Source: an optimization exercise on an open RTL-to-GDS flow (aim: small area and a short achievable clock period). Production flows keep margins and buffers that such runs may drop. At most, simulation tests tie the RTL to the original design; equivalence was not proved. Power and IR drop assume default switching activity.

Setup of violet:
## neuron_l2
module neuron_l2 (
    input clk,
    input reset,
    input enable,
    input startup,
    input signed [17*16-1:0] in,
    input signed [15:0] weight,
    output reg signed [15:0] out,
    output reg outvalid,
    output reg tmp3
);
Size in the first run: roughly 25000 um2 of cells after synthesis.
Settings: LEC_CHECK=0, CAP_MARGIN=20, CORE_MARGIN=2, CORE_UTILIZATION=40, SETUP_SLACK_MARGIN=4.5, SLEW_MARGIN=20; clock period 7.0 ns.
standard.sh (not shown) runs the stock make flow with config.mk's settings and CLKGATE_MAP_FILE= SYNTH_SCRIPT=/design/flow/synth_recipe.tcl, a recipe that flattens the netlist after the stock synthesis.
==> flow/flow/run.sh <==
#!/bin/bash
# Standard layout, with plain buffers (not delay cells) on the ports.
set -euo pipefail
export BUFFER_PORTS_ARGS="-buffer_cell sky130_fd_sc_hd__buf_2"
bash standard.sh synth > make_synth.log 2>&1
bash standard.sh finish > make_finish.log 2>&1
No stage failed in violet, and the final checks on the layout all came back clean.
What ember does differently from violet at the input level:
-- flow/design.v --
<<< violet, line 16
    reg [16:0] z;        
    reg [16:0] wz;       
    reg [15:0] wr;
    reg ld1;
    integer j;
    always @(posedge clk) begin
        wr <= weight;
        ld1 <= load;
        if (!ld1) wz <= {z[14:0], z[16:15]};
        for (j = 0; j < 17; j = j + 1)
            C[j] <= (ld1 & wz[j]) ? wr : C[(j + 16) % 17];
    end
    always @(posedge clk or posedge reset) begin
>>> ember, line 16
    reg [16:0] z;        
    reg [16:0] wz;       
    integer j;
    always @(posedge clk) begin
        if (!load) wz <= {z[14:0], z[16:15]};
        for (j = 0; j < 17; j = j + 1)
            C[j] <= (load & wz[j]) ? weight : C[(j + 16) % 17];
    end
    always @(posedge clk or posedge reset) begin
<<< violet, line 31
            z <= 17'd1;
        end else begin
            V <= ({17{ld1}} & wz) | {V[15:0], V[16]};
            z <= {z[15:0], z[16]};
        end
>>> ember, line 27
            z <= 17'd1;
        end else begin
            V <= ({17{load}} & wz) | {V[15:0], V[16]};
            z <= {z[15:0], z[16]};
        end
<<< violet, line 53
        end
    end
    reg [15:0] xsel;
    integer i;
>>> ember, line 49
        end
    end
    wire xon = V[0] & ~newIn;
    reg [15:0] xsel;
    integer i;
<<< violet, line 58
        xsel = 16'd0;
        for (i = 0; i < 17; i = i + 1)
            xsel = xsel | (in[16*i +: 16] & {16{z[i] & V[0]}});
    end
    reg [15:0] xr;
>>> ember, line 55
        xsel = 16'd0;
        for (i = 0; i < 17; i = i + 1)
            xsel = xsel | (in[16*i +: 16] & {16{z[i] & xon}});
    end
    reg [15:0] xr;
<<< violet, line 248
    reg [27:0] as, ac;
    reg clr;
    always @(posedge clk) clr <= comp & (raddr == 5'd1);
    wire [27:0] fs = clr ? 28'd89849856 : as;
    wire [27:0] fc = clr ? 28'd0 : ac;
    wire b1 = r1[0][2] ^ r1[1][2];
>>> ember, line 245
    reg [27:0] as, ac;
    reg clr;
    always @(posedge clk) clr <= comp & ~s1 & (raddr == 5'd1);
    wire [27:0] fs = clr ? 28'd393216 : as;
    wire [27:0] fc = clr ? 28'd0 : ac;
    wire b1 = r1[0][2] ^ r1[1][2];
<<< violet, line 420
    end
    wire [27:0] acc = as + ac;
    wire g19 = s2 & (raddr == 5'd2);
    wire g20 = tmp3 & (raddr == 5'd3);
    always @(posedge clk) out <= g19 ? (acc[27] ? 16'd0 : acc[27:12]) : (g20 ? out : 16'd0);
endmodule
>>> ember, line 417
    end
    wire [27:0] acc = as + ac;
    wire g20 = tmp3 & (raddr == 5'd3);
    always @(posedge clk) out <= (g20 & ~acc[27]) ? acc[27:12] : 16'd0;
endmodule
## What came out
Routed length on met2, violet and ember: larger value in ember. Compared to violet, ember shows a wider setup margin. Going from violet to ember, count of inverters other than clock inverters in the layout shrank by more than 10%. Cell count: ember lower than violet. [compare] base=violet new=ember: global router's overall resource usage rose 2.4 points; routing usage on met3 shrank by 0.31 points; achievable frequency +4.5 MHz; via count has decreased. Looking at standard cell with the maximum stage delay on the critical path, the dfxtp_4 result is from ember; the or4b_4 one comes from violet. Compared with violet, ember shows a lower power share of the clock group. On total core area: ember sits below violet. Summary of the comparison: number of library cell types mapped by synthesis is lower in ember, relative to violet.
No run of this note included a check of the RTL's function; only the layout flow was run.

========
## the previous run
Another version of the RTL of neuron_l2 (not shown whole).
Size: about 2500 cells after synthesis, about 560 flip-flops, roughly 310 I/O pins, about 23000 µm² of cells after synthesis.
==> flow/design.v (excerpt) <==
module neuron_l2 (
    input clk,
    input reset,
    input enable,
    input startup,
    input signed [17*16-1:0] in,
    input signed [15:0] weight,
    output reg signed [15:0] out,
    output reg outvalid,
    output reg tmp3
);
Settings: LEC_CHECK=0, ABC_AREA=1, CAP_MARGIN=20, CORE_MARGIN=2, CORE_UTILIZATION=40, CTS_CLUSTER_DIAMETER=100, CTS_CLUSTER_SIZE=30, SETUP_SLACK_MARGIN=4.5, SLEW_MARGIN=20; clock period 7.0 ns.
==> flow/flow/run.sh <==
#!/bin/bash
# Standard layout, with plain buffers (not delay cells) on the ports.
set -euo pipefail
export BUFFER_PORTS_ARGS="-buffer_cell sky130_fd_sc_hd__buf_1"
bash standard.sh synth > make_synth.log 2>&1
bash standard.sh finish > make_finish.log 2>&1
The previous run has completed all stages; timing, DRC and antenna checks passed.
Here is what was changed in the inputs of the current run compared with the previous run.
--- a/flow/design.v
+++ b/flow/design.v
@@ -87,57 +87,56 @@
             outvalid <= enable ? t3i : ovi;
         end
     end
     wire xon = V[0] & ~newIn;
     reg [15:0] xsel;
     integer i;
     always @(*) begin
         xsel = 16'd0;
         for (i = 0; i < 17; i = i + 1)
             xsel = xsel | (in[16*i +: 16] & {16{z[i]}});
     end
     reg [15:0] xr;
-    reg [7:0] bp1, bn1, bp2, bn2;
+    reg [7:0] bm1, bm2, bng;    
     reg nul;    
     wire [16:0] we = {C[0], 1'b0};   
     integer d;
     always @(posedge clk) begin
         xr <= xsel;
         nul <= newIn;
         for (d = 0; d < 8; d = d + 1) begin
-            bp1[d] <= xon & ~we[2*d+2] & (we[2*d+1] ^ we[2*d]);
-            bn1[d] <= xon &  we[2*d+2] & (we[2*d+1] ^ we[2*d]);
-            bp2[d] <= xon & ~we[2*d+2] &  we[2*d+1] &  we[2*d];
-            bn2[d] <= xon &  we[2*d+2] & ~we[2*d+1] & ~we[2*d];
+            bm1[d] <= xon & (we[2*d+1] ^ we[2*d]);
+            bm2[d] <= xon & ((~we[2*d+2] & we[2*d+1] & we[2*d]) | (we[2*d+2] & ~we[2*d+1] & ~we[2*d]));
+            bng[d] <= xon & we[2*d+2] & ~(we[2*d+1] & we[2*d]);
         end
     end
-    wire [7:0] bneg = bn1 | bn2;
+    wire [7:0] bneg = bng;
     wire [16:0] x1 = {xr[15], xr};
     wire [16:0] x2 = {xr, 1'b0};
     wire sx0 = ~pp0[16] & ~nul;
     wire sx1 = ~pp1[16] & ~nul;
     wire sx2 = ~pp2[16] & ~nul;
     wire sx3 = ~pp3[16] & ~nul;
     wire sx4 = ~pp4[16] & ~nul;
     wire sx5 = ~pp5[16] & ~nul;
     wire sx6 = ~pp6[16] & ~nul;
     wire sx7 = ~pp7[16] & ~nul;
-    wire [16:0] pp0 = ({17{bp1[0]}} & x1) | ({17{bn1[0]}} & ~x1) | ({17{bp2[0]}} & x2) | ({17{bn2[0]}} & ~x2);
-    wire [16:0] pp1 = ({17{bp1[1]}} & x1) | ({17{bn1[1]}} & ~x1) | ({17{bp2[1]}} & x2) | ({17{bn2[1]}} & ~x2);
-    wire [16:0] pp2 = ({17{bp1[2]}} & x1) | ({17{bn1[2]}} & ~x1) | ({17{bp2[2]}} & x2) | ({17{bn2[2]}} & ~x2);
-    wire [16:0] pp3 = ({17{bp1[3]}} & x1) | ({17{bn1[3]}} & ~x1) | ({17{bp2[3]}} & x2) | ({17{bn2[3]}} & ~x2);
-    wire [16:0] pp4 = ({17{bp1[4]}} & x1) | ({17{bn1[4]}} & ~x1) | ({17{bp2[4]}} & x2) | ({17{bn2[4]}} & ~x2);
-    wire [16:0] pp5 = ({17{bp1[5]}} & x1) | ({17{bn1[5]}} & ~x1) | ({17{bp2[5]}} & x2) | ({17{bn2[5]}} & ~x2);
-    wire [16:0] pp6 = ({17{bp1[6]}} & x1) | ({17{bn1[6]}} & ~x1) | ({17{bp2[6]}} & x2) | ({17{bn2[6]}} & ~x2);
-    wire [16:0] pp7 = ({17{bp1[7]}} & x1) | ({17{bn1[7]}} & ~x1) | ({17{bp2[7]}} & x2) | ({17{bn2[7]}} & ~x2);
+    wire [16:0] pp0 = (({17{bm1[0]}} & x1) | ({17{bm2[0]}} & x2)) ^ {17{bng[0]}};
+    wire [16:0] pp1 = (({17{bm1[1]}} & x1) | ({17{bm2[1]}} & x2)) ^ {17{bng[1]}};
+    wire [16:0] pp2 = (({17{bm1[2]}} & x1) | ({17{bm2[2]}} & x2)) ^ {17{bng[2]}};
+    wire [16:0] pp3 = (({17{bm1[3]}} & x1) | ({17{bm2[3]}} & x2)) ^ {17{bng[3]}};
+    wire [16:0] pp4 = (({17{bm1[4]}} & x1) | ({17{bm2[4]}} & x2)) ^ {17{bng[4]}};
+    wire [16:0] pp5 = (({17{bm1[5]}} & x1) | ({17{bm2[5]}} & x2)) ^ {17{bng[5]}};
+    wire [16:0] pp6 = (({17{bm1[6]}} & x1) | ({17{bm2[6]}} & x2)) ^ {17{bng[6]}};
+    wire [16:0] pp7 = (({17{bm1[7]}} & x1) | ({17{bm2[7]}} & x2)) ^ {17{bng[7]}};
     wire a1 = pp0[10] ^ pp1[8];
     wire a2 = pp0[10] & pp1[8];
     wire a3 = pp0[11] ^ pp1[9];
     wire a4 = pp0[11] & pp1[9];
     wire a5 = pp0[12] ^ pp1[10] ^ pp2[8];
     wire a6 = (pp0[12] & pp1[10]) | (pp0[12] & pp2[8]) | (pp1[10] & pp2[8]);
     wire a7 = pp3[6] ^ pp4[4];
     wire a8 = pp3[6] & pp4[4];
     wire a9 = pp0[13] ^ pp1[11] ^ pp2[9];
     wire a10 = (pp0[13] & pp1[11]) | (pp0[13] & pp2[9]) | (pp1[11] & pp2[9]);
     wire a11 = pp3[7] ^ pp4[5];
     wire a12 = pp3[7] & pp4[5];
When the current run is set beside the previous run, its minimum clock period turns out to be 0.019 ns larger.
On the current run: number of signal-net inverters in the final layout is about 10% higher than what the previous run gave.
Measured against each other, the previous run and the current run differ in post-route non-filler standard cell count, the lower figure coming from the current run.
Overall power of the completed layout on the current run is ahead of the previous run.
The number of gates given a new drive strength after cts of the current run exceeds that of the previous run by 2.
Of the previous run and the current run, the previous run shows the lower critical path depth, with the current run above it.
Relative to the previous run, the final cell area reported for the current run is lower.
The current run vs. the previous run: vertical die dimension lost 1.0%, routed via count shrank by 1363, area added between synthesis and finish now sits higher, power share of the combinational group now sits lower.
Comparing the two runs side by side, the current run comes out ahead of the previous run on routed wire length.
Both conditions hold for the current run: the flow ran to the end and the final layout passed the timing, DRC and antenna checks.

-- port drivers added, routing unchanged --
In the flow no input, the clock included, has a driving cell. The finished layouts below were timed again as built, in two steps.
Step 1: set_driving_cell puts a clkbuf_16 on clk and a buf_2 on each other input, an assumption about the parent block.
Step 2 also shifts input and output timing later by t, the mid clock arrival at the registers, as if the neighbouring blocks saw the same clock.
a / b / c = ideal ports / drivers / drivers and shift; a / b = the first two.
| run | t (ns) | setup slack, ns | worst hold slack (ns) | worst setup path at the end | clock arrival spread, ns |
|---|---|---|---|---|---|
| violet | 0.654 | 4.370 / 4.370 / 4.294 | 0.393 / 0.393 / 0.393 | input to register | 0.046 / 0.046 |
| ember | 0.665 | 4.401 / 4.401 / 4.216 | 0.390 / 0.390 / 0.390 | input to register | 0.039 / 0.039 |
| the previous run | 0.640 | 4.541 / 4.483 / 4.032 | 0.331 / 0.331 / 0.331 | input to register | 0.022 / 0.022 |
| the current run | 0.641 | 4.522 / 4.488 / 3.914 | 0.325 / 0.325 / 0.325 | input to register | 0.023 / 0.024 |
After both steps setup and hold are still met in every run listed. The setup slack of the current run, which loses most, moves by -0.034 ns with the drivers and by -0.608 ns with both steps.
